Background: an optimization exercise with open tools, aiming at small area. Do not read the settings as production practice.
No run shown here included a check of the RTL's function; only the layout flow was run.

<file path="flow/run.sh">
#!/bin/bash
# Own layout flow: the standard layout (standard.sh, unchanged synthesis)
# with two changes: the port buffers are sky130_fd_sc_hd__buf_1 instead of
# the cell buffer_ports picks by default, and CTS uses clkbuf_4 (root) and
# clkbuf_8 (sinks) without dummy loads.
set -euo pipefail
CTS="-sink_clustering_enable -repair_clock_nets -dont_use_dummy_load -buf_list {sky130_fd_sc_hd__clkbuf_4 sky130_fd_sc_hd__clkbuf_8} -root_buf sky130_fd_sc_hd__clkbuf_4 -sink_buffer_max_cap_derate 0.01"
bash standard.sh "BUFFER_PORTS_ARGS=-buffer_cell sky130_fd_sc_hd__buf_1" "CTS_ARGS=$CTS" finish > make_finish.log 2>&1
</file>
<file path="design.v">
module fsm_engine (
    input  wire        clk,
    input  wire        rst,
    input  wire [3:0]  sensor_in,
    output reg  [2:0]  action_out
);
    typedef enum logic [1:0] {
        IDLE  = 2'b00,
        WALK  = 2'b01,
        TURN  = 2'b10,
        STOP  = 2'b11
    } state_t;
    state_t state, next_state;
    always_ff @(posedge clk or posedge rst) begin
        if (rst)
            state <= IDLE;
        else
            state <= next_state;
    end
    always_comb begin
        case (state)
            IDLE:  next_state = sensor_in[0] ? WALK : IDLE;
            WALK:  next_state = sensor_in[1] ? TURN : WALK;
            TURN:  next_state = sensor_in[2] ? STOP : TURN;
            STOP:  next_state = IDLE;
            default: next_state = IDLE;
        endcase
    end
    always_comb begin
        case (state)
            IDLE:  action_out = 3'b000;
            WALK:  action_out = 3'b001;
            TURN:  action_out = 3'b010;
            STOP:  action_out = 3'b100;
            default: action_out = 3'b000;
        endcase
    end
endmodule
module pid_controller (
    input  wire             clk,
    input  wire             rst,
    input  wire signed [15:0] ref_in,
    input  wire signed [15:0] y,
    output reg  signed [15:0] u_out
);
    reg [15:0] ne, ne1, ne2, jb;
    wire walk = (ref_in == 16'd1000);
    wire turn = (ref_in == 16'hfe0c);
    wire [15:0] ne_d;
    wire [4:0] ne_d_c;
    assign ne_d_c[0] = 1'b0;
    assign ne_d[0] = y[0] ^ 1'b0 ^ ne_d_c[0];
    assign ne_d_c[1] = (y[0] & 1'b0) | (ne_d_c[0] & (y[0] ^ 1'b0));
    assign ne_d[1] = y[1] ^ 1'b0 ^ ne_d_c[1];
    assign ne_d_c[2] = (y[1] & 1'b0) | (ne_d_c[1] & (y[1] ^ 1'b0));
    assign ne_d[2] = y[2] ^ turn ^ ne_d_c[2];
    assign ne_d_c[3] = (y[2] & turn) | (ne_d_c[2] & (y[2] ^ turn));
    assign ne_d[3] = y[3] ^ walk ^ ne_d_c[3];
    assign ne_d_c[4] = (y[3] & walk) | (ne_d_c[3] & (y[3] ^ walk));
    wire ne_d_p4 = y[4] ^ (walk | turn);
    wire ne_d_g4 = y[4] & (walk | turn);
    wire ne_d_p5 = y[5] ^ turn;
    wire ne_d_g5 = y[5] & turn;
    wire ne_d_p6 = y[6] ^ turn;
    wire ne_d_g6 = y[6] & turn;
    wire ne_d_p7 = y[7] ^ turn;
    wire ne_d_g7 = y[7] & turn;
    wire ne_d_p8 = y[8] ^ turn;
    wire ne_d_g8 = y[8] & turn;
    wire ne_d_p9 = y[9] ^ 1'b0;
    wire ne_d_g9 = y[9] & 1'b0;
    wire ne_d_p10 = y[10] ^ walk;
    wire ne_d_g10 = y[10] & walk;
    wire ne_d_p11 = y[11] ^ walk;
    wire ne_d_g11 = y[11] & walk;
    wire ne_d_p12 = y[12] ^ walk;
    wire ne_d_g12 = y[12] & walk;
    wire ne_d_p13 = y[13] ^ walk;
    wire ne_d_g13 = y[13] & walk;
    wire ne_d_p14 = y[14] ^ walk;
    wire ne_d_g14 = y[14] & walk;
    wire ne_d_p15 = y[15] ^ walk;
    wire ne_d_g15 = y[15] & walk;
    wire ne_d_G0_1 = ne_d_g5 | (ne_d_p5 & ne_d_g4);
    wire ne_d_P0_1 = ne_d_p5 & ne_d_p4;
    wire ne_d_G0_3 = ne_d_g7 | (ne_d_p7 & ne_d_g6);
    wire ne_d_P0_3 = ne_d_p7 & ne_d_p6;
    wire ne_d_G0_5 = ne_d_g9 | (ne_d_p9 & ne_d_g8);
    wire ne_d_P0_5 = ne_d_p9 & ne_d_p8;
    wire ne_d_G0_7 = ne_d_g11 | (ne_d_p11 & ne_d_g10);
    wire ne_d_P0_7 = ne_d_p11 & ne_d_p10;
    wire ne_d_G0_9 = ne_d_g13 | (ne_d_p13 & ne_d_g12);
    wire ne_d_P0_9 = ne_d_p13 & ne_d_p12;
    wire ne_d_G0_11 = ne_d_g15 | (ne_d_p15 & ne_d_g14);
    wire ne_d_P0_11 = ne_d_p15 & ne_d_p14;
    wire ne_d_G1_2 = ne_d_g6 | (ne_d_p6 & ne_d_G0_1);
    wire ne_d_P1_2 = ne_d_p6 & ne_d_P0_1;
    wire ne_d_G1_3 = ne_d_G0_3 | (ne_d_P0_3 & ne_d_G0_1);
    wire ne_d_P1_3 = ne_d_P0_3 & ne_d_P0_1;
    wire ne_d_G1_6 = ne_d_g10 | (ne_d_p10 & ne_d_G0_5);
    wire ne_d_P1_6 = ne_d_p10 & ne_d_P0_5;
    wire ne_d_G1_7 = ne_d_G0_7 | (ne_d_P0_7 & ne_d_G0_5);
    wire ne_d_P1_7 = ne_d_P0_7 & ne_d_P0_5;
    wire ne_d_G1_10 = ne_d_g14 | (ne_d_p14 & ne_d_G0_9);
    wire ne_d_P1_10 = ne_d_p14 & ne_d_P0_9;
    wire ne_d_G1_11 = ne_d_G0_11 | (ne_d_P0_11 & ne_d_G0_9);
    wire ne_d_P1_11 = ne_d_P0_11 & ne_d_P0_9;
    wire ne_d_G2_4 = ne_d_g8 | (ne_d_p8 & ne_d_G1_3);
    wire ne_d_P2_4 = ne_d_p8 & ne_d_P1_3;
    wire ne_d_G2_5 = ne_d_G0_5 | (ne_d_P0_5 & ne_d_G1_3);
    wire ne_d_P2_5 = ne_d_P0_5 & ne_d_P1_3;
    wire ne_d_G2_6 = ne_d_G1_6 | (ne_d_P1_6 & ne_d_G1_3);
    wire ne_d_P2_6 = ne_d_P1_6 & ne_d_P1_3;
    wire ne_d_G2_7 = ne_d_G1_7 | (ne_d_P1_7 & ne_d_G1_3);
    wire ne_d_P2_7 = ne_d_P1_7 & ne_d_P1_3;
    wire ne_d_G3_8 = ne_d_g12 | (ne_d_p12 & ne_d_G2_7);
    wire ne_d_P3_8 = ne_d_p12 & ne_d_P2_7;
    wire ne_d_G3_9 = ne_d_G0_9 | (ne_d_P0_9 & ne_d_G2_7);
    wire ne_d_P3_9 = ne_d_P0_9 & ne_d_P2_7;
    wire ne_d_G3_10 = ne_d_G1_10 | (ne_d_P1_10 & ne_d_G2_7);
    wire ne_d_P3_10 = ne_d_P1_10 & ne_d_P2_7;
    wire ne_d_G3_11 = ne_d_G1_11 | (ne_d_P1_11 & ne_d_G2_7);
    wire ne_d_P3_11 = ne_d_P1_11 & ne_d_P2_7;
    assign ne_d[4] = ne_d_p4 ^ ne_d_c[4];
    assign ne_d[5] = ne_d_p5 ^ (ne_d_g4 | (ne_d_p4 & ne_d_c[4]));
    assign ne_d[6] = ne_d_p6 ^ (ne_d_G0_1 | (ne_d_P0_1 & ne_d_c[4]));
    assign ne_d[7] = ne_d_p7 ^ (ne_d_G1_2 | (ne_d_P1_2 & ne_d_c[4]));
    assign ne_d[8] = ne_d_p8 ^ (ne_d_G1_3 | (ne_d_P1_3 & ne_d_c[4]));
    assign ne_d[9] = ne_d_p9 ^ (ne_d_G2_4 | (ne_d_P2_4 & ne_d_c[4]));
    assign ne_d[10] = ne_d_p10 ^ (ne_d_G2_5 | (ne_d_P2_5 & ne_d_c[4]));
    assign ne_d[11] = ne_d_p11 ^ (ne_d_G2_6 | (ne_d_P2_6 & ne_d_c[4]));
    assign ne_d[12] = ne_d_p12 ^ (ne_d_G2_7 | (ne_d_P2_7 & ne_d_c[4]));
    assign ne_d[13] = ne_d_p13 ^ (ne_d_G3_8 | (ne_d_P3_8 & ne_d_c[4]));
    assign ne_d[14] = ne_d_p14 ^ (ne_d_G3_9 | (ne_d_P3_9 & ne_d_c[4]));
    assign ne_d[15] = ne_d_p15 ^ (ne_d_G3_10 | (ne_d_P3_10 & ne_d_c[4]));
    wire [15:0] jb_d;
    wire [4:0] jb_d_c;
    assign jb_d_c[0] = 1'b0;
    assign jb_d[0] = jb[0] ^ ne2[0] ^ jb_d_c[0];
    assign jb_d_c[1] = (jb[0] & ne2[0]) | (jb_d_c[0] & (jb[0] ^ ne2[0]));
    assign jb_d[1] = jb[1] ^ ne2[1] ^ jb_d_c[1];
    assign jb_d_c[2] = (jb[1] & ne2[1]) | (jb_d_c[1] & (jb[1] ^ ne2[1]));
    assign jb_d[2] = jb[2] ^ ne2[2] ^ jb_d_c[2];
    assign jb_d_c[3] = (jb[2] & ne2[2]) | (jb_d_c[2] & (jb[2] ^ ne2[2]));
    assign jb_d[3] = jb[3] ^ ne2[3] ^ jb_d_c[3];
    assign jb_d_c[4] = (jb[3] & ne2[3]) | (jb_d_c[3] & (jb[3] ^ ne2[3]));
    wire jb_d_p4 = jb[4] ^ ne2[4];
    wire jb_d_g4 = jb[4] & ne2[4];
    wire jb_d_p5 = jb[5] ^ ne2[5];
    wire jb_d_g5 = jb[5] & ne2[5];
    wire jb_d_p6 = jb[6] ^ ne2[6];
    wire jb_d_g6 = jb[6] & ne2[6];
    wire jb_d_p7 = jb[7] ^ ne2[7];
    wire jb_d_g7 = jb[7] & ne2[7];
    wire jb_d_p8 = jb[8] ^ ne2[8];
    wire jb_d_g8 = jb[8] & ne2[8];
    wire jb_d_p9 = jb[9] ^ ne2[9];
    wire jb_d_g9 = jb[9] & ne2[9];
    wire jb_d_p10 = jb[10] ^ ne2[10];
    wire jb_d_g10 = jb[10] & ne2[10];
    wire jb_d_p11 = jb[11] ^ ne2[11];
    wire jb_d_g11 = jb[11] & ne2[11];
    wire jb_d_p12 = jb[12] ^ ne2[12];
    wire jb_d_g12 = jb[12] & ne2[12];
    wire jb_d_p13 = jb[13] ^ ne2[13];
    wire jb_d_g13 = jb[13] & ne2[13];
    wire jb_d_p14 = jb[14] ^ ne2[14];
    wire jb_d_g14 = jb[14] & ne2[14];
    wire jb_d_p15 = jb[15] ^ ne2[15];
    wire jb_d_g15 = jb[15] & ne2[15];
    wire jb_d_G0_1 = jb_d_g5 | (jb_d_p5 & jb_d_g4);
    wire jb_d_P0_1 = jb_d_p5 & jb_d_p4;
    wire jb_d_G0_3 = jb_d_g7 | (jb_d_p7 & jb_d_g6);
    wire jb_d_P0_3 = jb_d_p7 & jb_d_p6;
    wire jb_d_G0_5 = jb_d_g9 | (jb_d_p9 & jb_d_g8);
    wire jb_d_P0_5 = jb_d_p9 & jb_d_p8;
    wire jb_d_G0_7 = jb_d_g11 | (jb_d_p11 & jb_d_g10);
    wire jb_d_P0_7 = jb_d_p11 & jb_d_p10;
    wire jb_d_G0_9 = jb_d_g13 | (jb_d_p13 & jb_d_g12);
    wire jb_d_P0_9 = jb_d_p13 & jb_d_p12;
    wire jb_d_G0_11 = jb_d_g15 | (jb_d_p15 & jb_d_g14);
    wire jb_d_P0_11 = jb_d_p15 & jb_d_p14;
    wire jb_d_G1_3 = jb_d_G0_3 | (jb_d_P0_3 & jb_d_G0_1);
    wire jb_d_P1_3 = jb_d_P0_3 & jb_d_P0_1;
    wire jb_d_G1_7 = jb_d_G0_7 | (jb_d_P0_7 & jb_d_G0_5);
    wire jb_d_P1_7 = jb_d_P0_7 & jb_d_P0_5;
    wire jb_d_G1_11 = jb_d_G0_11 | (jb_d_P0_11 & jb_d_G0_9);
    wire jb_d_P1_11 = jb_d_P0_11 & jb_d_P0_9;
    wire jb_d_G2_7 = jb_d_G1_7 | (jb_d_P1_7 & jb_d_G1_3);
    wire jb_d_P2_7 = jb_d_P1_7 & jb_d_P1_3;
    wire jb_d_G3_11 = jb_d_G1_11 | (jb_d_P1_11 & jb_d_G2_7);
    wire jb_d_P3_11 = jb_d_P1_11 & jb_d_P2_7;
    wire jb_d_G4_5 = jb_d_G0_5 | (jb_d_P0_5 & jb_d_G1_3);
    wire jb_d_P4_5 = jb_d_P0_5 & jb_d_P1_3;
    wire jb_d_G4_9 = jb_d_G0_9 | (jb_d_P0_9 & jb_d_G2_7);
    wire jb_d_P4_9 = jb_d_P0_9 & jb_d_P2_7;
    wire jb_d_G5_2 = jb_d_g6 | (jb_d_p6 & jb_d_G0_1);
    wire jb_d_P5_2 = jb_d_p6 & jb_d_P0_1;
    wire jb_d_G5_4 = jb_d_g8 | (jb_d_p8 & jb_d_G1_3);
    wire jb_d_P5_4 = jb_d_p8 & jb_d_P1_3;
    wire jb_d_G5_6 = jb_d_g10 | (jb_d_p10 & jb_d_G4_5);
    wire jb_d_P5_6 = jb_d_p10 & jb_d_P4_5;
    wire jb_d_G5_8 = jb_d_g12 | (jb_d_p12 & jb_d_G2_7);
    wire jb_d_P5_8 = jb_d_p12 & jb_d_P2_7;
    wire jb_d_G5_10 = jb_d_g14 | (jb_d_p14 & jb_d_G4_9);
    wire jb_d_P5_10 = jb_d_p14 & jb_d_P4_9;
    assign jb_d[4] = jb_d_p4 ^ jb_d_c[4];
    assign jb_d[5] = jb_d_p5 ^ (jb_d_g4 | (jb_d_p4 & jb_d_c[4]));
    assign jb_d[6] = jb_d_p6 ^ (jb_d_G0_1 | (jb_d_P0_1 & jb_d_c[4]));
    assign jb_d[7] = jb_d_p7 ^ (jb_d_G5_2 | (jb_d_P5_2 & jb_d_c[4]));
    assign jb_d[8] = jb_d_p8 ^ (jb_d_G1_3 | (jb_d_P1_3 & jb_d_c[4]));
    assign jb_d[9] = jb_d_p9 ^ (jb_d_G5_4 | (jb_d_P5_4 & jb_d_c[4]));
    assign jb_d[10] = jb_d_p10 ^ (jb_d_G4_5 | (jb_d_P4_5 & jb_d_c[4]));
    assign jb_d[11] = jb_d_p11 ^ (jb_d_G5_6 | (jb_d_P5_6 & jb_d_c[4]));
    assign jb_d[12] = jb_d_p12 ^ (jb_d_G2_7 | (jb_d_P2_7 & jb_d_c[4]));
    assign jb_d[13] = jb_d_p13 ^ (jb_d_G5_8 | (jb_d_P5_8 & jb_d_c[4]));
    assign jb_d[14] = jb_d_p14 ^ (jb_d_G4_9 | (jb_d_P4_9 & jb_d_c[4]));
    assign jb_d[15] = jb_d_p15 ^ (jb_d_G5_10 | (jb_d_P5_10 & jb_d_c[4]));
    wire [15:0] s1, c1;
    assign s1[0] = jb[0];
    assign c1[0] = 1'b0;
    assign s1[1] = ne[0] ^ ne1[0] ^ jb[1];
    assign c1[1] = (ne[0] & ne1[0]) | (jb[1] & (ne[0] ^ ne1[0]));
    assign s1[2] = ne[1] ^ ne1[1] ^ jb[2];
    assign c1[2] = (ne[1] & ne1[1]) | (jb[2] & (ne[1] ^ ne1[1]));
    assign s1[3] = ne[2] ^ ne1[2] ^ jb[3];
    assign c1[3] = (ne[2] & ne1[2]) | (jb[3] & (ne[2] ^ ne1[2]));
    assign s1[4] = ne[3] ^ ne1[3] ^ jb[4];
    assign c1[4] = (ne[3] & ne1[3]) | (jb[4] & (ne[3] ^ ne1[3]));
    assign s1[5] = ne[4] ^ ne1[4] ^ jb[5];
    assign c1[5] = (ne[4] & ne1[4]) | (jb[5] & (ne[4] ^ ne1[4]));
    assign s1[6] = ne[5] ^ ne1[5] ^ jb[6];
    assign c1[6] = (ne[5] & ne1[5]) | (jb[6] & (ne[5] ^ ne1[5]));
    assign s1[7] = ne[6] ^ ne1[6] ^ jb[7];
    assign c1[7] = (ne[6] & ne1[6]) | (jb[7] & (ne[6] ^ ne1[6]));
    assign s1[8] = ne[7] ^ ne1[7] ^ jb[8];
    assign c1[8] = (ne[7] & ne1[7]) | (jb[8] & (ne[7] ^ ne1[7]));
    assign s1[9] = ne[8] ^ ne1[8] ^ jb[9];
    assign c1[9] = (ne[8] & ne1[8]) | (jb[9] & (ne[8] ^ ne1[8]));
    assign s1[10] = ne[9] ^ ne1[9] ^ jb[10];
    assign c1[10] = (ne[9] & ne1[9]) | (jb[10] & (ne[9] ^ ne1[9]));
    assign s1[11] = ne[10] ^ ne1[10] ^ jb[11];
    assign c1[11] = (ne[10] & ne1[10]) | (jb[11] & (ne[10] ^ ne1[10]));
    assign s1[12] = ne[11] ^ ne1[11] ^ jb[12];
    assign c1[12] = (ne[11] & ne1[11]) | (jb[12] & (ne[11] ^ ne1[11]));
    assign s1[13] = ne[12] ^ ne1[12] ^ jb[13];
    assign c1[13] = (ne[12] & ne1[12]) | (jb[13] & (ne[12] ^ ne1[12]));
    assign s1[14] = ne[13] ^ ne1[13] ^ jb[14];
    assign c1[14] = (ne[13] & ne1[13]) | (jb[14] & (ne[13] ^ ne1[13]));
    assign s1[15] = ne[14] ^ ne1[14] ^ jb[15];
    assign c1[15] = (ne[14] & ne1[14]) | (jb[15] & (ne[14] ^ ne1[14]));
    wire [15:0] u_s;
    wire [3:0] u_s_c;
    assign u_s_c[0] = 1'b0;
    assign u_s[0] = s1[0] ^ 1'b0 ^ u_s_c[0];
    assign u_s_c[1] = (s1[0] & 1'b0) | (u_s_c[0] & (s1[0] ^ 1'b0));
    assign u_s[1] = s1[1] ^ c1[0] ^ u_s_c[1];
    assign u_s_c[2] = (s1[1] & c1[0]) | (u_s_c[1] & (s1[1] ^ c1[0]));
    assign u_s[2] = s1[2] ^ c1[1] ^ u_s_c[2];
    assign u_s_c[3] = (s1[2] & c1[1]) | (u_s_c[2] & (s1[2] ^ c1[1]));
    wire u_s_p3 = s1[3] ^ c1[2];
    wire u_s_g3 = s1[3] & c1[2];
    wire u_s_p4 = s1[4] ^ c1[3];
    wire u_s_g4 = s1[4] & c1[3];
    wire u_s_p5 = s1[5] ^ c1[4];
    wire u_s_g5 = s1[5] & c1[4];
    wire u_s_p6 = s1[6] ^ c1[5];
    wire u_s_g6 = s1[6] & c1[5];
    wire u_s_p7 = s1[7] ^ c1[6];
    wire u_s_g7 = s1[7] & c1[6];
    wire u_s_p8 = s1[8] ^ c1[7];
    wire u_s_g8 = s1[8] & c1[7];
    wire u_s_p9 = s1[9] ^ c1[8];
    wire u_s_g9 = s1[9] & c1[8];
    wire u_s_p10 = s1[10] ^ c1[9];
    wire u_s_g10 = s1[10] & c1[9];
    wire u_s_p11 = s1[11] ^ c1[10];
    wire u_s_g11 = s1[11] & c1[10];
    wire u_s_p12 = s1[12] ^ c1[11];
    wire u_s_g12 = s1[12] & c1[11];
    wire u_s_p13 = s1[13] ^ c1[12];
    wire u_s_g13 = s1[13] & c1[12];
    wire u_s_p14 = s1[14] ^ c1[13];
    wire u_s_g14 = s1[14] & c1[13];
    wire u_s_p15 = s1[15] ^ c1[14];
    wire u_s_g15 = s1[15] & c1[14];
    wire u_s_G0_1 = u_s_g4 | (u_s_p4 & u_s_g3);
    wire u_s_P0_1 = u_s_p4 & u_s_p3;
    wire u_s_G0_3 = u_s_g6 | (u_s_p6 & u_s_g5);
    wire u_s_P0_3 = u_s_p6 & u_s_p5;
    wire u_s_G0_5 = u_s_g8 | (u_s_p8 & u_s_g7);
    wire u_s_P0_5 = u_s_p8 & u_s_p7;
    wire u_s_G0_7 = u_s_g10 | (u_s_p10 & u_s_g9);
    wire u_s_P0_7 = u_s_p10 & u_s_p9;
    wire u_s_G0_9 = u_s_g12 | (u_s_p12 & u_s_g11);
    wire u_s_P0_9 = u_s_p12 & u_s_p11;
    wire u_s_G0_11 = u_s_g14 | (u_s_p14 & u_s_g13);
    wire u_s_P0_11 = u_s_p14 & u_s_p13;
    wire u_s_G1_3 = u_s_G0_3 | (u_s_P0_3 & u_s_G0_1);
    wire u_s_P1_3 = u_s_P0_3 & u_s_P0_1;
    wire u_s_G1_7 = u_s_G0_7 | (u_s_P0_7 & u_s_G0_5);
    wire u_s_P1_7 = u_s_P0_7 & u_s_P0_5;
    wire u_s_G1_11 = u_s_G0_11 | (u_s_P0_11 & u_s_G0_9);
    wire u_s_P1_11 = u_s_P0_11 & u_s_P0_9;
    wire u_s_G2_7 = u_s_G1_7 | (u_s_P1_7 & u_s_G1_3);
    wire u_s_P2_7 = u_s_P1_7 & u_s_P1_3;
    wire u_s_G3_11 = u_s_G1_11 | (u_s_P1_11 & u_s_G2_7);
    wire u_s_P3_11 = u_s_P1_11 & u_s_P2_7;
    wire u_s_G4_5 = u_s_G0_5 | (u_s_P0_5 & u_s_G1_3);
    wire u_s_P4_5 = u_s_P0_5 & u_s_P1_3;
    wire u_s_G4_9 = u_s_G0_9 | (u_s_P0_9 & u_s_G2_7);
    wire u_s_P4_9 = u_s_P0_9 & u_s_P2_7;
    wire u_s_G5_2 = u_s_g5 | (u_s_p5 & u_s_G0_1);
    wire u_s_P5_2 = u_s_p5 & u_s_P0_1;
    wire u_s_G5_4 = u_s_g7 | (u_s_p7 & u_s_G1_3);
    wire u_s_P5_4 = u_s_p7 & u_s_P1_3;
    wire u_s_G5_6 = u_s_g9 | (u_s_p9 & u_s_G4_5);
    wire u_s_P5_6 = u_s_p9 & u_s_P4_5;
    wire u_s_G5_8 = u_s_g11 | (u_s_p11 & u_s_G2_7);
    wire u_s_P5_8 = u_s_p11 & u_s_P2_7;
    wire u_s_G5_10 = u_s_g13 | (u_s_p13 & u_s_G4_9);
    wire u_s_P5_10 = u_s_p13 & u_s_P4_9;
    wire u_s_G5_12 = u_s_g15 | (u_s_p15 & u_s_G3_11);
    wire u_s_P5_12 = u_s_p15 & u_s_P3_11;
    assign u_s[3] = u_s_p3 ^ u_s_c[3];
    assign u_s[4] = u_s_p4 ^ (u_s_g3 | (u_s_p3 & u_s_c[3]));
    assign u_s[5] = u_s_p5 ^ (u_s_G0_1 | (u_s_P0_1 & u_s_c[3]));
    assign u_s[6] = u_s_p6 ^ (u_s_G5_2 | (u_s_P5_2 & u_s_c[3]));
    assign u_s[7] = u_s_p7 ^ (u_s_G1_3 | (u_s_P1_3 & u_s_c[3]));
    assign u_s[8] = u_s_p8 ^ (u_s_G5_4 | (u_s_P5_4 & u_s_c[3]));
    assign u_s[9] = u_s_p9 ^ (u_s_G4_5 | (u_s_P4_5 & u_s_c[3]));
    assign u_s[10] = u_s_p10 ^ (u_s_G5_6 | (u_s_P5_6 & u_s_c[3]));
    assign u_s[11] = u_s_p11 ^ (u_s_G2_7 | (u_s_P2_7 & u_s_c[3]));
    assign u_s[12] = u_s_p12 ^ (u_s_G5_8 | (u_s_P5_8 & u_s_c[3]));
    assign u_s[13] = u_s_p13 ^ (u_s_G4_9 | (u_s_P4_9 & u_s_c[3]));
    assign u_s[14] = u_s_p14 ^ (u_s_G5_10 | (u_s_P5_10 & u_s_c[3]));
    assign u_s[15] = u_s_p15 ^ (u_s_G3_11 | (u_s_P3_11 & u_s_c[3]));
    always @(posedge clk or posedge rst) begin
        if (rst) begin
            ne    <= 16'd0;
            ne1   <= 16'd0;
            ne2   <= 16'd0;
            jb    <= 16'hffff;
            u_out <= 16'sd0;
        end else begin
            ne    <= ne_d;
            ne1   <= ne;
            ne2   <= ne1;
            jb    <= jb_d;
            u_out <= ~u_s;
        end
    end
endmodule
module soc_top (
    input  wire        clk,
    input  wire        rst,
    input  wire [3:0]  sensor_in,
    input  wire [15:0] y_feedback,
    output wire [15:0] actuator_out
);
    wire [2:0] action_out;
    wire [15:0] ref_val;
    fsm_engine fsm_inst (
        .clk(clk),
        .rst(rst),
        .sensor_in(sensor_in),
        .action_out(action_out)
    );
    assign ref_val = (action_out == 3'b001) ? 16'd1000 :    
                 (action_out == 3'b010) ? -16'd500 :    
                 16'd0;                                 
    pid_controller pid_inst (
        .clk(clk),
        .rst(rst),
        .ref_in(ref_val),
        .y(y_feedback),
        .u_out(actuator_out)
    );
endmodule
</file>
<file path="config.mk">
export PLATFORM = sky130hd
export DESIGN_NAME = soc_top
export DESIGN_NICKNAME = soc_top
export VERILOG_FILES = /design/flow/design.v
export SDC_FILE = /design/flow/constraint.sdc
export NUM_CORES = 4
export LEC_CHECK = 0
export CAP_MARGIN = 10
export CORE_MARGIN = 2
export CORE_UTILIZATION = 60
export SLEW_MARGIN = 10
</file>
<file path="standard.sh">
#!/bin/bash
# synth_recipe.tcl (not shown) runs the flow's synth.tcl, then flattens the netlist and writes it again
# the make line also repeats each setting of config.mk as NAME=value (left out here)
make -C /OpenROAD-flow-scripts/flow DESIGN_CONFIG=/design/flow/config.mk WORK_HOME=/design/flow/orfs CLKGATE_MAP_FILE= SYNTH_SCRIPT=/design/flow/synth_recipe.tcl "${@:-finish}"
</file>
<file path="constraint.sdc">
create_clock -name core_clock -period 3.0 [get_ports {clk}]
set_input_delay 0.6000 -clock core_clock [delete_from_list [all_inputs] [get_ports {clk}]]
set_output_delay 0.6000 -clock core_clock [all_outputs]
set_load 0.01 [all_outputs]
</file>
==> results_dict.tcl, run 1 <==
set metrics [dict create \
    remaining_drc_errors 0 \
    dp_hpwl_mm 4.84 \
    yosysTopAreaCell "dfrtp_1" \
    synth_top_cell_area_share_pct 39.7 \
    die_w_um 87.3 \
    drive_above_1_share_pct 13.9 \
    relSlewSlack_pct 58.0 \
    clock-sinks 82 \
    placementRows 30 \
    diodes 0 \
    holdWs_ns 0.214 \
    firstDrtPassIters 4 \
    clock.fmax_ghz 0.348 \
    synth.area.top_cells "dfrtp_1, ha_1, dfstp_2" \
    wire_per_inst_um 13.5 \
    num_vias 2483 \
    cts_root_buf "clkbuf_4" \
    drtIter0Drc 53 \
    slowest_delay_ns 0.45 \
    mostFrequentLayoutCell "dfrtp_1" \
    finalHoldViolCount 0 \
    ys_async_sr_fraction_pct 100 \
    gp_congestion 0.823 \
    worst_hold_path_type "in2async" \
    cp.buffers_inverters 2 \
    synth.yosys.warnings 2 \
    worst_slack_ns 0.126 \
    avgSynthCellArea_um2 12.6 \
    final.setup_skew_ns 0.0428 \
    die_h_um 87.3 \
    clk_pin_slew_worst_paths_ns 0.12 \
    cts_tree "built" \
    initial_core_util_pct 61.6 \
    register_area_um2 2070 \
    r2r_setup_slack_ns 0.13 \
    insertion_delay_ns 0.42 \
    required_ns 3.35 \
    antenna_found_initial 0 \
    critPathTopFamily "adder cells" \
    io_pins 38 \
    synth-seq-cells 82 \
    layout_common_cells "dfrtp_1, ha_1, buf_1, inv_1, xnor2_1" \
    tightestPinTransition_ns 0.629 \
    holdBufCountCts 0 \
    drv_slew 0 \
    area_growth_pct 8.93 \
    fin_crit_sh_pct 95.8 \
    grt-ovfl-total 0 \
    path_class "reg2reg" \
    path_common_cell "fa_2" \
    syn_nets 414 \
    cap_violations 0 \
    r2r_end "pid_inst.jb[15]$_DFF_PP1_" \
    path_cells "ha_2 -> inv_2 -> fa_2 -> inv_2 -> fa_2 -> fa_2 -> a211o_1 -> a21oi_4 -> o211ai_4 -> or4_1 -> and3b_1" \
    post-cts-setup-buffer-count 0 \
    status "no timing/DRC/antenna violations" \
    grt_pass1_wl_mm 11.1 \
    io_buffers 36 \
    ys_types 48 \
    nets 467 \
    netlist_area_um2 4160 \
    start_kind "flop" \
    routed_wl_mm 6.21 \
    pre_cts_slack_ns -0.0486 \
    rsz0062_at_grt "true" \
    end_kind "flop" \
    ctsHtreeMaxLevel 3 \
    dieArea_um2 7620 \
    critPathSlowestCell "or4_1" \
    instances_no_fill 461 \
    grt_pass1_vias 2465 \
    synthCells 330 \
    fill_cells 542 \
    dpl.cell_count 452 \
    grt_usage_pct 19.1 \
    startpoint "pid_inst.jb[0]$_DFF_PP1_" \
    cp.arrival_ns 3.22 \
    crit-reg2reg-launch "pid_inst.jb[0]$_DFF_PP1_" \
    period_needed_ns 2.87 \
    setup_viol 0 \
    synth-edff-count 0 \
    ys_seq_area_share_pct 49.8 \
    cp_max_fo 2 \
    setup_tns_ns 0 \
    vias_per_cell 5.39 \
    clock_path_buffers 2 \
    cts_buffers 9 \
    multi_input_area_um2 2000 \
    synth_ff_type "dfrtp_1" \
    rr_worst_depth 11 \
    grt_max_degree 48 \
    drtAntennaViolNets 0 \
    core_um2 6760 \
]
## what timing repair did
| item | in CTS | in global routing |
|---|---|---|
| gates resized for setup | 0 | 5 |
| pin swaps | 4 | 7 |
| endpoints found under the setup margin | 1 | 2 |
## synthesized netlist by cell type, types with 2 or more instances
master,instances
nor2b_1,4
nand2_1,14
a21o_1,4
o21bai_1,2
a21oi_1,14
fa_1,21
dfstp_2,16
dfrtp_1,66
o21ai_0,14
nor2_1,15
a211oi_1,3
inv_1,27
xor2_1,7
or4_1,3
o211ai_4,2
xnor2_1,20
nand3_1,4
a31oi_1,2
or2_2,7
nand2b_1,2
o21a_1,6
nor3_1,8
a211o_1,2
o2111ai_1,3
ha_1,41
## kinds of logic (layout without fill, tap and decap cells)
family          after synthesis  in the layout  synth area share, %
fa+ha+maj                    62             62                 22.4
flops                        82             82                 49.8
xor+xnor                     27             27                 5.68
simple gates                 64             64                 7.79
buf+inv                      27             78                 2.43
compound gates               68             68                 11.9
## worst register-to-register path, delay by kind of cell, from the launching register on
family	cells	cell delay [ns]
AOI/OAI and AO/OA	3	0.61
buffers and inverters	2	0.09
DFF	1	0.39
and+or+nand+nor	2	0.62
adders and majority gates	4	1.09
## registers in the layout (all words and copies together), names as in the netlist, named ones only
name	count
pid_inst.u_out	16
pid_inst.ne	16
pid_inst.ne2	16
pid_inst.ne1	16
fsm_inst.state	1
pid_inst.jb	16
## final cells by class
type,instances,share of cell area [%]
Timing Repair Buffer,42,4.25
Tap cell,80,2.21
Sequential cell,82,45.7
Clock buffer,9,1.49
Inverter,27,2.26
Multi-Input combinational cell,221,44.1
## stage by stage
step | area [um2] | utilization (%)
global route | 4530 | 67.1
detailed placement | 4460 | 66.0
global placement | 4460 | 66.0
floorplan | 4170 | -
finish | 4530 | 67.1
CTS | 4530 | 67.0
## worst max path at each step
stage | endpoint | cells past startpoint
floorplan | pid_inst.jb[15]$_DFF_PP1_ | 11
global placement | pid_inst.jb[15]$_DFF_PP1_ | 11
detailed placement | pid_inst.jb[15]$_DFF_PP1_ | 11
CTS | pid_inst.jb[15]$_DFF_PP1_ | 11
global route | pid_inst.jb[15]$_DFF_PP1_ | 11
finish | pid_inst.jb[15]$_DFF_PP1_ | 11
## layer usage
metal / part of all wire (%) / GRT usage, % / routed length, um
met1: 50 / 28.3 / 3110
met2: 45 / 27.1 / 2810
met3: 3.4 / 4.36 / 209
met4: 1.4 / 7.97 / 87
met5: 0 / 0 / 0
==> run 2: changes to the inputs <==
--- a/design.v
+++ b/design.v
@@ -180,42 +180,46 @@
     wire jb_d_P0_9 = jb_d_p13 & jb_d_p12;
     wire jb_d_G0_11 = jb_d_g15 | (jb_d_p15 & jb_d_g14);
     wire jb_d_P0_11 = jb_d_p15 & jb_d_p14;
+    wire jb_d_G1_2 = jb_d_g6 | (jb_d_p6 & jb_d_G0_1);
+    wire jb_d_P1_2 = jb_d_p6 & jb_d_P0_1;
     wire jb_d_G1_3 = jb_d_G0_3 | (jb_d_P0_3 & jb_d_G0_1);
     wire jb_d_P1_3 = jb_d_P0_3 & jb_d_P0_1;
+    wire jb_d_G1_6 = jb_d_g10 | (jb_d_p10 & jb_d_G0_5);
+    wire jb_d_P1_6 = jb_d_p10 & jb_d_P0_5;
     wire jb_d_G1_7 = jb_d_G0_7 | (jb_d_P0_7 & jb_d_G0_5);
     wire jb_d_P1_7 = jb_d_P0_7 & jb_d_P0_5;
+    wire jb_d_G1_10 = jb_d_g14 | (jb_d_p14 & jb_d_G0_9);
+    wire jb_d_P1_10 = jb_d_p14 & jb_d_P0_9;
     wire jb_d_G1_11 = jb_d_G0_11 | (jb_d_P0_11 & jb_d_G0_9);
     wire jb_d_P1_11 = jb_d_P0_11 & jb_d_P0_9;
+    wire jb_d_G2_4 = jb_d_g8 | (jb_d_p8 & jb_d_G1_3);
+    wire jb_d_P2_4 = jb_d_p8 & jb_d_P1_3;
+    wire jb_d_G2_5 = jb_d_G0_5 | (jb_d_P0_5 & jb_d_G1_3);
+    wire jb_d_P2_5 = jb_d_P0_5 & jb_d_P1_3;
+    wire jb_d_G2_6 = jb_d_G1_6 | (jb_d_P1_6 & jb_d_G1_3);
+    wire jb_d_P2_6 = jb_d_P1_6 & jb_d_P1_3;
     wire jb_d_G2_7 = jb_d_G1_7 | (jb_d_P1_7 & jb_d_G1_3);
     wire jb_d_P2_7 = jb_d_P1_7 & jb_d_P1_3;
+    wire jb_d_G3_8 = jb_d_g12 | (jb_d_p12 & jb_d_G2_7);
+    wire jb_d_P3_8 = jb_d_p12 & jb_d_P2_7;
+    wire jb_d_G3_9 = jb_d_G0_9 | (jb_d_P0_9 & jb_d_G2_7);
+    wire jb_d_P3_9 = jb_d_P0_9 & jb_d_P2_7;
+    wire jb_d_G3_10 = jb_d_G1_10 | (jb_d_P1_10 & jb_d_G2_7);
+    wire jb_d_P3_10 = jb_d_P1_10 & jb_d_P2_7;
     wire jb_d_G3_11 = jb_d_G1_11 | (jb_d_P1_11 & jb_d_G2_7);
     wire jb_d_P3_11 = jb_d_P1_11 & jb_d_P2_7;
-    wire jb_d_G4_5 = jb_d_G0_5 | (jb_d_P0_5 & jb_d_G1_3);
-    wire jb_d_P4_5 = jb_d_P0_5 & jb_d_P1_3;
-    wire jb_d_G4_9 = jb_d_G0_9 | (jb_d_P0_9 & jb_d_G2_7);
-    wire jb_d_P4_9 = jb_d_P0_9 & jb_d_P2_7;
-    wire jb_d_G5_2 = jb_d_g6 | (jb_d_p6 & jb_d_G0_1);
-    wire jb_d_P5_2 = jb_d_p6 & jb_d_P0_1;
-    wire jb_d_G5_4 = jb_d_g8 | (jb_d_p8 & jb_d_G1_3);
-    wire jb_d_P5_4 = jb_d_p8 & jb_d_P1_3;
-    wire jb_d_G5_6 = jb_d_g10 | (jb_d_p10 & jb_d_G4_5);
-    wire jb_d_P5_6 = jb_d_p10 & jb_d_P4_5;
-    wire jb_d_G5_8 = jb_d_g12 | (jb_d_p12 & jb_d_G2_7);
-    wire jb_d_P5_8 = jb_d_p12 & jb_d_P2_7;
-    wire jb_d_G5_10 = jb_d_g14 | (jb_d_p14 & jb_d_G4_9);
-    wire jb_d_P5_10 = jb_d_p14 & jb_d_P4_9;
     assign jb_d[4] = jb_d_p4 ^ jb_d_c[4];
     assign jb_d[5] = jb_d_p5 ^ (jb_d_g4 | (jb_d_p4 & jb_d_c[4]));
     assign jb_d[6] = jb_d_p6 ^ (jb_d_G0_1 | (jb_d_P0_1 & jb_d_c[4]));
-    assign jb_d[7] = jb_d_p7 ^ (jb_d_G5_2 | (jb_d_P5_2 & jb_d_c[4]));
+    assign jb_d[7] = jb_d_p7 ^ (jb_d_G1_2 | (jb_d_P1_2 & jb_d_c[4]));
     assign jb_d[8] = jb_d_p8 ^ (jb_d_G1_3 | (jb_d_P1_3 & jb_d_c[4]));
-    assign jb_d[9] = jb_d_p9 ^ (jb_d_G5_4 | (jb_d_P5_4 & jb_d_c[4]));
-    assign jb_d[10] = jb_d_p10 ^ (jb_d_G4_5 | (jb_d_P4_5 & jb_d_c[4]));
-    assign jb_d[11] = jb_d_p11 ^ (jb_d_G5_6 | (jb_d_P5_6 & jb_d_c[4]));
+    assign jb_d[9] = jb_d_p9 ^ (jb_d_G2_4 | (jb_d_P2_4 & jb_d_c[4]));
+    assign jb_d[10] = jb_d_p10 ^ (jb_d_G2_5 | (jb_d_P2_5 & jb_d_c[4]));
+    assign jb_d[11] = jb_d_p11 ^ (jb_d_G2_6 | (jb_d_P2_6 & jb_d_c[4]));
     assign jb_d[12] = jb_d_p12 ^ (jb_d_G2_7 | (jb_d_P2_7 & jb_d_c[4]));
-    assign jb_d[13] = jb_d_p13 ^ (jb_d_G5_8 | (jb_d_P5_8 & jb_d_c[4]));
-    assign jb_d[14] = jb_d_p14 ^ (jb_d_G4_9 | (jb_d_P4_9 & jb_d_c[4]));
-    assign jb_d[15] = jb_d_p15 ^ (jb_d_G5_10 | (jb_d_P5_10 & jb_d_c[4]));
+    assign jb_d[13] = jb_d_p13 ^ (jb_d_G3_8 | (jb_d_P3_8 & jb_d_c[4]));
+    assign jb_d[14] = jb_d_p14 ^ (jb_d_G3_9 | (jb_d_P3_9 & jb_d_c[4]));
+    assign jb_d[15] = jb_d_p15 ^ (jb_d_G3_10 | (jb_d_P3_10 & jb_d_c[4]));
     wire [15:0] s1, c1;
     assign s1[0] = jb[0];
     assign c1[0] = 1'b0;
==> run 2 against run 1 <==
  * Still clean on timing, DRC and antenna
  * Fmax up 1.4%
  * Die area shrank 2.6%
  * Final cell count decreased by 6.7%
  * Largest cell class unchanged
==> results_dict.tcl, run 2 <==
set metrics [dict create \
    status "no timing/DRC/antenna violations" \
    drive_above_1_share_pct 13.0 \
    synth.area.top_cells "dfrtp_1, ha_1, dfstp_2" \
    instances_no_fill 430 \
    grt-ovfl-total 0 \
    grt_use_met3_pct 4.14 \
    holdWs_ns 0.269 \
    relSlewSlack_pct 48.9 \
    drv_slew 0 \
    rr_worst_depth 12 \
    core_um2 6420 \
    ctsResizeCount 0 \
    remaining_drc_errors 0 \
    holdBufCountCts 0 \
    clk_pin_slew_worst_paths_ns 0.12 \
    cp.arrival_ns 3.20 \
    cts_tree "built" \
    ys_async_sr_fraction_pct 100 \
    cap_violations 0 \
    cp_max_fo 4 \
    fill_cells 508 \
    clock-sinks 82 \
    wire_per_inst_um 13.3 \
    crit-reg2reg-launch "pid_inst.jb[0]$_DFF_PP1_" \
    post-cts-setup-buffer-count 0 \
    grt_pass1_wl_mm 10.8 \
    fin_crit_sh_pct 94.5 \
    gr-usage-met1_pct 25.8 \
    end_kind "flop" \
    nets 439 \
    syn_nets 386 \
    setup_viol 0 \
    die_w_um 86.1 \
    mostFrequentLayoutCell "dfrtp_1" \
    required_ns 3.36 \
    gp_congestion 0.748 \
    critPathCapture "pid_inst.jb[14]$_DFF_PP1_" \
    synth_ff_type "dfrtp_1" \
    grt_max_degree 50 \
    post-synth-top-count-cell "dfrtp_1" \
    ctsHtreeMaxLevel 3 \
    setup_tns_ns 0 \
    drtAntennaViolNets 0 \
    tightestPinTransition_ns 0.765 \
    cts_buffers 9 \
    synthCells 302 \
    cts_root_buf "clkbuf_4" \
    r2r_setup_slack_ns 0.17 \
    grt_pass1_vias 2423 \
    r2r_end "pid_inst.jb[14]$_DFF_PP1_" \
    vias_per_cell 5.29 \
    insertion_delay_ns 0.42 \
    synth_top_cell_area_share_pct 40.8 \
    firstDrtPassIters 4 \
    area_growth_pct 8.93 \
    antenna_found_initial 0 \
    dieArea_um2 7420 \
    placementRows 29 \
    grt.busiest_layer "met2" \
    num_vias 2276 \
    ys_seq_area_share_pct 51.2 \
    rsz0062_at_grt "false" \
    grt_usage_pct 19.0 \
    start_kind "flop" \
    dp_hpwl_mm 4.64 \
    synth-seq-cells 82 \
    finalHoldViolCount 0 \
    clock_path_buffers 2 \
    worst_hold_path_type "in2async" \
    dpl.cell_count 421 \
    synth.yosys.warnings 2 \
    avgSynthCellArea_um2 13.4 \
    io_pins 38 \
    layout_common_cells "dfrtp_1, ha_1, buf_1, inv_1, fa_1" \
    initial_core_util_pct 63.0 \
    netlist_area_um2 4050 \
    synth-edff-count 0 \
    ys_types 46 \
    path_class "reg2reg" \
    use_met2_pct 30.1 \
    diodes 0 \
    period_needed_ns 2.83 \
    clock.fmax_ghz 0.353 \
    final.setup_skew_ns 0.0307 \
    synthTopCellsByCount "dfrtp_1, ha_1, inv_1" \
    yosysTopAreaCell "dfrtp_1" \
    routed_wl_mm 5.74 \
    die_h_um 86.1 \
    drtIter0Drc 66 \
    startpoint "pid_inst.jb[0]$_DFF_PP1_" \
    io_buffers 36 \
]
[run 2: cell types whose count changed after synthesis, sizes merged, moves of 4 or more]
cell   previous run  this run
nand2            14         5
or2               7         1
xor2              7        13
a21oi            16        11
nor3              8         4
o21ai            14        10
[run 2: routing by layer]
layer | vias up | wire [um]
li1 | 1141 | -
met4 | 0 | 114
met5 | - | 0
met3 | 10 | 166
met1 | 1089 | 2750
met2 | 36 | 2710
[run 2: kinds of logic (layout without fill, tap and decap cells)]
kind of cell | count (synthesis) | after routing | share of synthesized area [%]
AO/OA/AOI/OAI | 49 | 49 | 9.27
XOR/XNOR | 32 | 32 | 6.92
AND/OR/NAND/NOR | 51 | 51 | 7.14
flip-flops | 82 | 82 | 51.2
buffers and inverters | 26 | 77 | 2.41
adder cells (fa/ha/maj) | 62 | 62 | 23.1
[run 2: how the worst min path moves through the flow]
stage | start | to | cells after the start
after floorplan | pid_inst.ne[15]$_DFF_PP0_ | pid_inst.ne1[15]$_DFF_PP0_ | 0
after global placement | pid_inst.ne1[15]$_DFF_PP0_ | pid_inst.ne2[15]$_DFF_PP0_ | 0
after detailed placement | pid_inst.ne1[15]$_DFF_PP0_ | pid_inst.ne2[15]$_DFF_PP0_ | 0
after CTS | y_feedback[1] | pid_inst.ne[1]$_DFF_PP0_ | 1
after global routing | y_feedback[1] | pid_inst.ne[1]$_DFF_PP0_ | 1
final | rst | pid_inst.ne[9]$_DFF_PP0_ | 2
[run 2: layout make-up]
class                      count  area (um2)  area share (%)
sequential                    82        2070            47.0
multi-input combinational    194        1890            43.0
timing repair buffer          42         180            4.09
inverter                      26        98.8            2.24
tap                           77        96.3            2.19
clock buffer                   9        67.6            1.53
[run 2: critical path: stages, from the launching register on]
cell,delay (ns)
dfstp_2,0.38
ha_1,0.18
inv_1,0.07
fa_1,0.16
inv_1,0.06
fa_2,0.41
fa_1,0.45
a21o_1,0.21
nand4_1,0.12
and2_4,0.18
a21oi_2,0.07
o21a_1,0.20
o32a_1,0.28
[run 2: stage by stage]
step	setup WS [ns]	util (%)	cell area (um2)
after CTS	0.0199	68.4	4390
after global routing	0.0185	68.7	4410
after detailed placement	0.0168	67.3	4330
after floorplan	0.188	-	4050
after global placement	0.0708	67.3	4330
final	0.166	68.7	4410
==> run 3: changes to the inputs <==
--- a/design.v
+++ b/design.v
@@ -254,14 +254,14 @@
     assign s1[15] = ne[14] ^ ne1[14] ^ jb[15];
     assign c1[15] = (ne[14] & ne1[14]) | (jb[15] & (ne[14] ^ ne1[14]));
     wire [15:0] u_s;
-    wire [3:0] u_s_c;
+    wire [2:0] u_s_c;
     assign u_s_c[0] = 1'b0;
     assign u_s[0] = s1[0] ^ 1'b0 ^ u_s_c[0];
     assign u_s_c[1] = (s1[0] & 1'b0) | (u_s_c[0] & (s1[0] ^ 1'b0));
     assign u_s[1] = s1[1] ^ c1[0] ^ u_s_c[1];
     assign u_s_c[2] = (s1[1] & c1[0]) | (u_s_c[1] & (s1[1] ^ c1[0]));
-    assign u_s[2] = s1[2] ^ c1[1] ^ u_s_c[2];
-    assign u_s_c[3] = (s1[2] & c1[1]) | (u_s_c[2] & (s1[2] ^ c1[1]));
+    wire u_s_p2 = s1[2] ^ c1[1];
+    wire u_s_g2 = s1[2] & c1[1];
     wire u_s_p3 = s1[3] ^ c1[2];
     wire u_s_g3 = s1[3] & c1[2];
     wire u_s_p4 = s1[4] ^ c1[3];
@@ -288,57 +288,70 @@
     wire u_s_g14 = s1[14] & c1[13];
     wire u_s_p15 = s1[15] ^ c1[14];
     wire u_s_g15 = s1[15] & c1[14];
-    wire u_s_G0_1 = u_s_g4 | (u_s_p4 & u_s_g3);
-    wire u_s_P0_1 = u_s_p4 & u_s_p3;
-    wire u_s_G0_3 = u_s_g6 | (u_s_p6 & u_s_g5);
-    wire u_s_P0_3 = u_s_p6 & u_s_p5;
-    wire u_s_G0_5 = u_s_g8 | (u_s_p8 & u_s_g7);
-    wire u_s_P0_5 = u_s_p8 & u_s_p7;
-    wire u_s_G0_7 = u_s_g10 | (u_s_p10 & u_s_g9);
-    wire u_s_P0_7 = u_s_p10 & u_s_p9;
-    wire u_s_G0_9 = u_s_g12 | (u_s_p12 & u_s_g11);
-    wire u_s_P0_9 = u_s_p12 & u_s_p11;
-    wire u_s_G0_11 = u_s_g14 | (u_s_p14 & u_s_g13);
-    wire u_s_P0_11 = u_s_p14 & u_s_p13;
+    wire u_s_G0_1 = u_s_g3 | (u_s_p3 & u_s_g2);
+    wire u_s_P0_1 = u_s_p3 & u_s_p2;
+    wire u_s_G0_3 = u_s_g5 | (u_s_p5 & u_s_g4);
+    wire u_s_P0_3 = u_s_p5 & u_s_p4;
+    wire u_s_G0_5 = u_s_g7 | (u_s_p7 & u_s_g6);
+    wire u_s_P0_5 = u_s_p7 & u_s_p6;
+    wire u_s_G0_7 = u_s_g9 | (u_s_p9 & u_s_g8);
+    wire u_s_P0_7 = u_s_p9 & u_s_p8;
+    wire u_s_G0_9 = u_s_g11 | (u_s_p11 & u_s_g10);
+    wire u_s_P0_9 = u_s_p11 & u_s_p10;
+    wire u_s_G0_11 = u_s_g13 | (u_s_p13 & u_s_g12);
+    wire u_s_P0_11 = u_s_p13 & u_s_p12;
+    wire u_s_G0_13 = u_s_g15 | (u_s_p15 & u_s_g14);
+    wire u_s_P0_13 = u_s_p15 & u_s_p14;
+    wire u_s_G1_2 = u_s_g4 | (u_s_p4 & u_s_G0_1);
+    wire u_s_P1_2 = u_s_p4 & u_s_P0_1;
     wire u_s_G1_3 = u_s_G0_3 | (u_s_P0_3 & u_s_G0_1);
     wire u_s_P1_3 = u_s_P0_3 & u_s_P0_1;
+    wire u_s_G1_6 = u_s_g8 | (u_s_p8 & u_s_G0_5);
+    wire u_s_P1_6 = u_s_p8 & u_s_P0_5;
     wire u_s_G1_7 = u_s_G0_7 | (u_s_P0_7 & u_s_G0_5);
     wire u_s_P1_7 = u_s_P0_7 & u_s_P0_5;
+    wire u_s_G1_10 = u_s_g12 | (u_s_p12 & u_s_G0_9);
+    wire u_s_P1_10 = u_s_p12 & u_s_P0_9;
     wire u_s_G1_11 = u_s_G0_11 | (u_s_P0_11 & u_s_G0_9);
     wire u_s_P1_11 = u_s_P0_11 & u_s_P0_9;
+    wire u_s_G2_4 = u_s_g6 | (u_s_p6 & u_s_G1_3);
+    wire u_s_P2_4 = u_s_p6 & u_s_P1_3;
+    wire u_s_G2_5 = u_s_G0_5 | (u_s_P0_5 & u_s_G1_3);
+    wire u_s_P2_5 = u_s_P0_5 & u_s_P1_3;
+    wire u_s_G2_6 = u_s_G1_6 | (u_s_P1_6 & u_s_G1_3);
+    wire u_s_P2_6 = u_s_P1_6 & u_s_P1_3;
     wire u_s_G2_7 = u_s_G1_7 | (u_s_P1_7 & u_s_G1_3);
     wire u_s_P2_7 = u_s_P1_7 & u_s_P1_3;
+    wire u_s_G2_12 = u_s_g14 | (u_s_p14 & u_s_G1_11);
+    wire u_s_P2_12 = u_s_p14 & u_s_P1_11;
+    wire u_s_G2_13 = u_s_G0_13 | (u_s_P0_13 & u_s_G1_11);
+    wire u_s_P2_13 = u_s_P0_13 & u_s_P1_11;
+    wire u_s_G3_8 = u_s_g10 | (u_s_p10 & u_s_G2_7);
+    wire u_s_P3_8 = u_s_p10 & u_s_P2_7;
+    wire u_s_G3_9 = u_s_G0_9 | (u_s_P0_9 & u_s_G2_7);
+    wire u_s_P3_9 = u_s_P0_9 & u_s_P2_7;
+    wire u_s_G3_10 = u_s_G1_10 | (u_s_P1_10 & u_s_G2_7);
+    wire u_s_P3_10 = u_s_P1_10 & u_s_P2_7;
     wire u_s_G3_11 = u_s_G1_11 | (u_s_P1_11 & u_s_G2_7);
     wire u_s_P3_11 = u_s_P1_11 & u_s_P2_7;
-    wire u_s_G4_5 = u_s_G0_5 | (u_s_P0_5 & u_s_G1_3);
-    wire u_s_P4_5 = u_s_P0_5 & u_s_P1_3;
-    wire u_s_G4_9 = u_s_G0_9 | (u_s_P0_9 & u_s_G2_7);
-    wire u_s_P4_9 = u_s_P0_9 & u_s_P2_7;
-    wire u_s_G5_2 = u_s_g5 | (u_s_p5 & u_s_G0_1);
-    wire u_s_P5_2 = u_s_p5 & u_s_P0_1;
-    wire u_s_G5_4 = u_s_g7 | (u_s_p7 & u_s_G1_3);
-    wire u_s_P5_4 = u_s_p7 & u_s_P1_3;
-    wire u_s_G5_6 = u_s_g9 | (u_s_p9 & u_s_G4_5);
-    wire u_s_P5_6 = u_s_p9 & u_s_P4_5;
-    wire u_s_G5_8 = u_s_g11 | (u_s_p11 & u_s_G2_7);
-    wire u_s_P5_8 = u_s_p11 & u_s_P2_7;
-    wire u_s_G5_10 = u_s_g13 | (u_s_p13 & u_s_G4_9);
-    wire u_s_P5_10 = u_s_p13 & u_s_P4_9;
-    wire u_s_G5_12 = u_s_g15 | (u_s_p15 & u_s_G3_11);
-    wire u_s_P5_12 = u_s_p15 & u_s_P3_11;
-    assign u_s[3] = u_s_p3 ^ u_s_c[3];
-    assign u_s[4] = u_s_p4 ^ (u_s_g3 | (u_s_p3 & u_s_c[3]));
-    assign u_s[5] = u_s_p5 ^ (u_s_G0_1 | (u_s_P0_1 & u_s_c[3]));
-    assign u_s[6] = u_s_p6 ^ (u_s_G5_2 | (u_s_P5_2 & u_s_c[3]));
-    assign u_s[7] = u_s_p7 ^ (u_s_G1_3 | (u_s_P1_3 & u_s_c[3]));
-    assign u_s[8] = u_s_p8 ^ (u_s_G5_4 | (u_s_P5_4 & u_s_c[3]));
-    assign u_s[9] = u_s_p9 ^ (u_s_G4_5 | (u_s_P4_5 & u_s_c[3]));
-    assign u_s[10] = u_s_p10 ^ (u_s_G5_6 | (u_s_P5_6 & u_s_c[3]));
-    assign u_s[11] = u_s_p11 ^ (u_s_G2_7 | (u_s_P2_7 & u_s_c[3]));
-    assign u_s[12] = u_s_p12 ^ (u_s_G5_8 | (u_s_P5_8 & u_s_c[3]));
-    assign u_s[13] = u_s_p13 ^ (u_s_G4_9 | (u_s_P4_9 & u_s_c[3]));
-    assign u_s[14] = u_s_p14 ^ (u_s_G5_10 | (u_s_P5_10 & u_s_c[3]));
-    assign u_s[15] = u_s_p15 ^ (u_s_G3_11 | (u_s_P3_11 & u_s_c[3]));
+    wire u_s_G3_12 = u_s_G2_12 | (u_s_P2_12 & u_s_G2_7);
+    wire u_s_P3_12 = u_s_P2_12 & u_s_P2_7;
+    wire u_s_G3_13 = u_s_G2_13 | (u_s_P2_13 & u_s_G2_7);
+    wire u_s_P3_13 = u_s_P2_13 & u_s_P2_7;
+    assign u_s[2] = u_s_p2 ^ u_s_c[2];
+    assign u_s[3] = u_s_p3 ^ (u_s_g2 | (u_s_p2 & u_s_c[2]));
+    assign u_s[4] = u_s_p4 ^ (u_s_G0_1 | (u_s_P0_1 & u_s_c[2]));
+    assign u_s[5] = u_s_p5 ^ (u_s_G1_2 | (u_s_P1_2 & u_s_c[2]));
+    assign u_s[6] = u_s_p6 ^ (u_s_G1_3 | (u_s_P1_3 & u_s_c[2]));
+    assign u_s[7] = u_s_p7 ^ (u_s_G2_4 | (u_s_P2_4 & u_s_c[2]));
+    assign u_s[8] = u_s_p8 ^ (u_s_G2_5 | (u_s_P2_5 & u_s_c[2]));
+    assign u_s[9] = u_s_p9 ^ (u_s_G2_6 | (u_s_P2_6 & u_s_c[2]));
+    assign u_s[10] = u_s_p10 ^ (u_s_G2_7 | (u_s_P2_7 & u_s_c[2]));
+    assign u_s[11] = u_s_p11 ^ (u_s_G3_8 | (u_s_P3_8 & u_s_c[2]));
+    assign u_s[12] = u_s_p12 ^ (u_s_G3_9 | (u_s_P3_9 & u_s_c[2]));
+    assign u_s[13] = u_s_p13 ^ (u_s_G3_10 | (u_s_P3_10 & u_s_c[2]));
+    assign u_s[14] = u_s_p14 ^ (u_s_G3_11 | (u_s_P3_11 & u_s_c[2]));
+    assign u_s[15] = u_s_p15 ^ (u_s_G3_12 | (u_s_P3_12 & u_s_c[2]));
     always @(posedge clk or posedge rst) begin
         if (rst) begin
             ne    <= 16'd0;
==> run 3 against run 2 <==
  * Design area is 1.8% lower
  * Synthesized cell count down 0.99%
  * First-iteration DRC count shrank 48%
  * Core utilization shrank 0.88 points
  * Worst hold slack got worse by 0.071 ns
  * Highest routed layer unchanged
==> results_dict.tcl, run 3 <==
set metrics [dict create \
    drive_above_1_share_pct 11.0 \
    synth_top_cell_area_share_pct 41.5 \
    initial_core_util_pct 62.3 \
    cts_tree "built" \
    synth.yosys.warnings 2 \
    yosysTopAreaCell "dfrtp_1" \
    grt_pass1_wl_mm 10.1 \
    status "no timing/DRC/antenna violations" \
    fin_crit_sh_pct 97.9 \
    cp.buffers_inverters 0 \
    path_cells "ha_1 -> fa_2 -> fa_2 -> fa_2 -> a21oi_2 -> nand4b_1 -> a21oi_1 -> o21a_1 -> a311o_1 -> xnor2_1" \
    dieArea_um2 7300 \
    routed_wl_mm 5.65 \
    setup_viol 0 \
    finalHoldViolCount 0 \
    netlist_area_um2 3980 \
    tightestPinTransition_ns 0.569 \
    dp_hpwl_mm 4.43 \
    grt-ovfl-total 0 \
    mostFrequentLayoutCell "dfrtp_1" \
    antenna_found_initial 0 \
    ctsHtreeMaxLevel 3 \
    vias_per_cell 5.21 \
    gp_congestion 0.736 \
    period_needed_ns 2.94 \
    slowest_delay_ns 0.40 \
    instances_no_fill 424 \
    io_pins 38 \
    grt_usage_pct 18.1 \
    critPathSlowestCell "fa_2" \
    critPathCapture "pid_inst.jb[15]$_DFF_PP1_" \
    r2r_end "pid_inst.jb[15]$_DFF_PP1_" \
    gr-usage-met1_pct 26.8 \
    cp.arrival_ns 3.28 \
    required_ns 3.34 \
    ys_types 37 \
    rsz0062_at_grt "true" \
    rr_worst_depth 10 \
    grt.busiest_layer "met1" \
    clk_pin_slew_worst_paths_ns 0.12 \
    syn_nets 385 \
    synth-seq-cells 82 \
    use_met2_pct 25.8 \
    cts_root_buf "clkbuf_4" \
    crit-reg2reg-launch "pid_inst.jb[0]$_DFF_PP1_" \
    grt_pass1_vias 2225 \
    holdWs_ns 0.198 \
    drtAntennaViolNets 0 \
    critPathTopFamily "adder cells" \
    synthCells 299 \
    start_kind "flop" \
    layout_common_cells "dfrtp_1, ha_1, buf_1, inv_1, fa_1" \
    cp_num_cells 10 \
    path_common_cell "fa_2" \
    clock_path_buffers 2 \
    relSlewSlack_pct 62.0 \
    insertion_delay_ns 0.41 \
    synth_ff_type "dfrtp_1" \
    synthTopCellsByCount "dfrtp_1, ha_1, inv_1" \
    clock.fmax_ghz 0.341 \
    diodes 0 \
    clock-sinks 82 \
    wire_per_inst_um 13.3 \
    post-synth-top-count-cell "dfrtp_1" \
    r2r_setup_slack_ns 0.06 \
    cts_buffers 9 \
    placementRows 29 \
    cp_max_fo 3 \
    grt_max_degree 50 \
    ys_seq_area_share_pct 52.1 \
    ys_async_sr_fraction_pct 100 \
    startpoint "pid_inst.jb[0]$_DFF_PP1_" \
    avgSynthCellArea_um2 13.3 \
    nets 435 \
    path_class "reg2reg" \
    setup_tns_ns 0 \
    post-cts-setup-buffer-count 0 \
    die_h_um 85.4 \
    drv_slew 0 \
    end_kind "flop" \
    drtIter0Drc 34 \
    holdBufCountCts 0 \
    cap_violations 0 \
    area_growth_pct 8.81 \
    final.setup_skew_ns 0.0211 \
    worst_hold_path_type "in2async" \
    dpl.cell_count 415 \
    die_w_um 85.4 \
    firstDrtPassIters 4 \
    grt_use_met3_pct 3.89 \
    core_um2 6390 \
    num_vias 2209 \
    io_buffers 36 \
    synth.area.top_cells "dfrtp_1, ha_1, fa_1" \
    synth-edff-count 0 \
    remaining_drc_errors 0 \
]
-- run 3: stage by stage --
step	setup WS, ns	util [%]	area, um2
after floorplan	0.0455	-	3980
after global routing	-0.0644	67.8	4330
after CTS	0.0179	67.7	4320
final	0.0634	67.8	4330
after global placement	-0.0461	66.6	4250
after detailed placement	-0.131	66.6	4250
-- run 3: routing by layer --
layer	up-vias	wire length, um
met5	-	0
met4	0	114
met3	10	220
li1	1099	-
met2	45	2480
met1	1055	2840
-- run 3: worst min path at each step --
| stage | end | start | slack, ns |
|---|---|---|---|
| after floorplan | pid_inst.ne1[15]$_DFF_PP0_ | pid_inst.ne[15]$_DFF_PP0_ | 0.33 |
| after global placement | pid_inst.ne2[15]$_DFF_PP0_ | pid_inst.ne1[15]$_DFF_PP0_ | 0.33 |
| after detailed placement | pid_inst.ne1[15]$_DFF_PP0_ | pid_inst.ne[15]$_DFF_PP0_ | 0.33 |
| after CTS | pid_inst.ne1[2]$_DFF_PP0_ | rst | 0.20 |
| after global routing | pid_inst.u_out[6]$_DFF_PP0_ | rst | 0.23 |
| final | pid_inst.ne1[2]$_DFF_PP0_ | rst | 0.20 |
-- run 3: layout make-up --
type,instances,area (um2)
clock buffers,9,67.6
fillers,460,2060
inverters,29,110
multi-input cells,188,1810
flip-flops and latches,82,2070
well taps,77,96.3
repair buffers,39,170
-- run 3: cells by family after synthesis --
kind of cell	count (synthesis)	synth area share [%]
adders and majority gates	64	24.7
and+or+nand+nor	42	5.41
buffers and inverters	29	2.74
DFF	82	52.1
xor gates and xnor gates	31	6.83
AOI/OAI and AO/OA	51	8.27
-- run 3: timing repair --
item	4_1_cts	5_1_grt
pin swaps	3	1
setup endpoints to repair	3	3
resized for setup	2	1
hold endpoints to repair	0	0

-- separate check: timing with driven ports --
The flow's constraints put no driver on any port. The routed layouts listed below were extracted and timed again, unchanged, in two steps. Step 1 sets driving cells, clkbuf_16 on the clock port and buf_2 on the other inputs (assumed; they add their load-dependent delay and slew). Step 2, shift: input delay + t, output delay - t, t = (earliest + latest rising clock arrival at the registers) / 2. This alone moves slack from input paths to output paths. Three values: no drivers, after step 1, after step 2; two values: the first two.
run | t, ns | setup slack, ns | worst hold slack (ns) | pins driven straight from the clock port
run 1 | 0.424 | 0.126 / 0.126 / 0.126 | 0.214 / 0.210 / 0.328 | 1
run 2 | 0.431 | 0.166 / 0.166 / 0.166 | 0.269 / 0.263 / 0.368 | 1
run 3 | 0.428 | 0.063 / 0.063 / 0.063 | 0.198 / 0.191 / 0.361 | 1
After both steps every run listed still meets setup and hold.
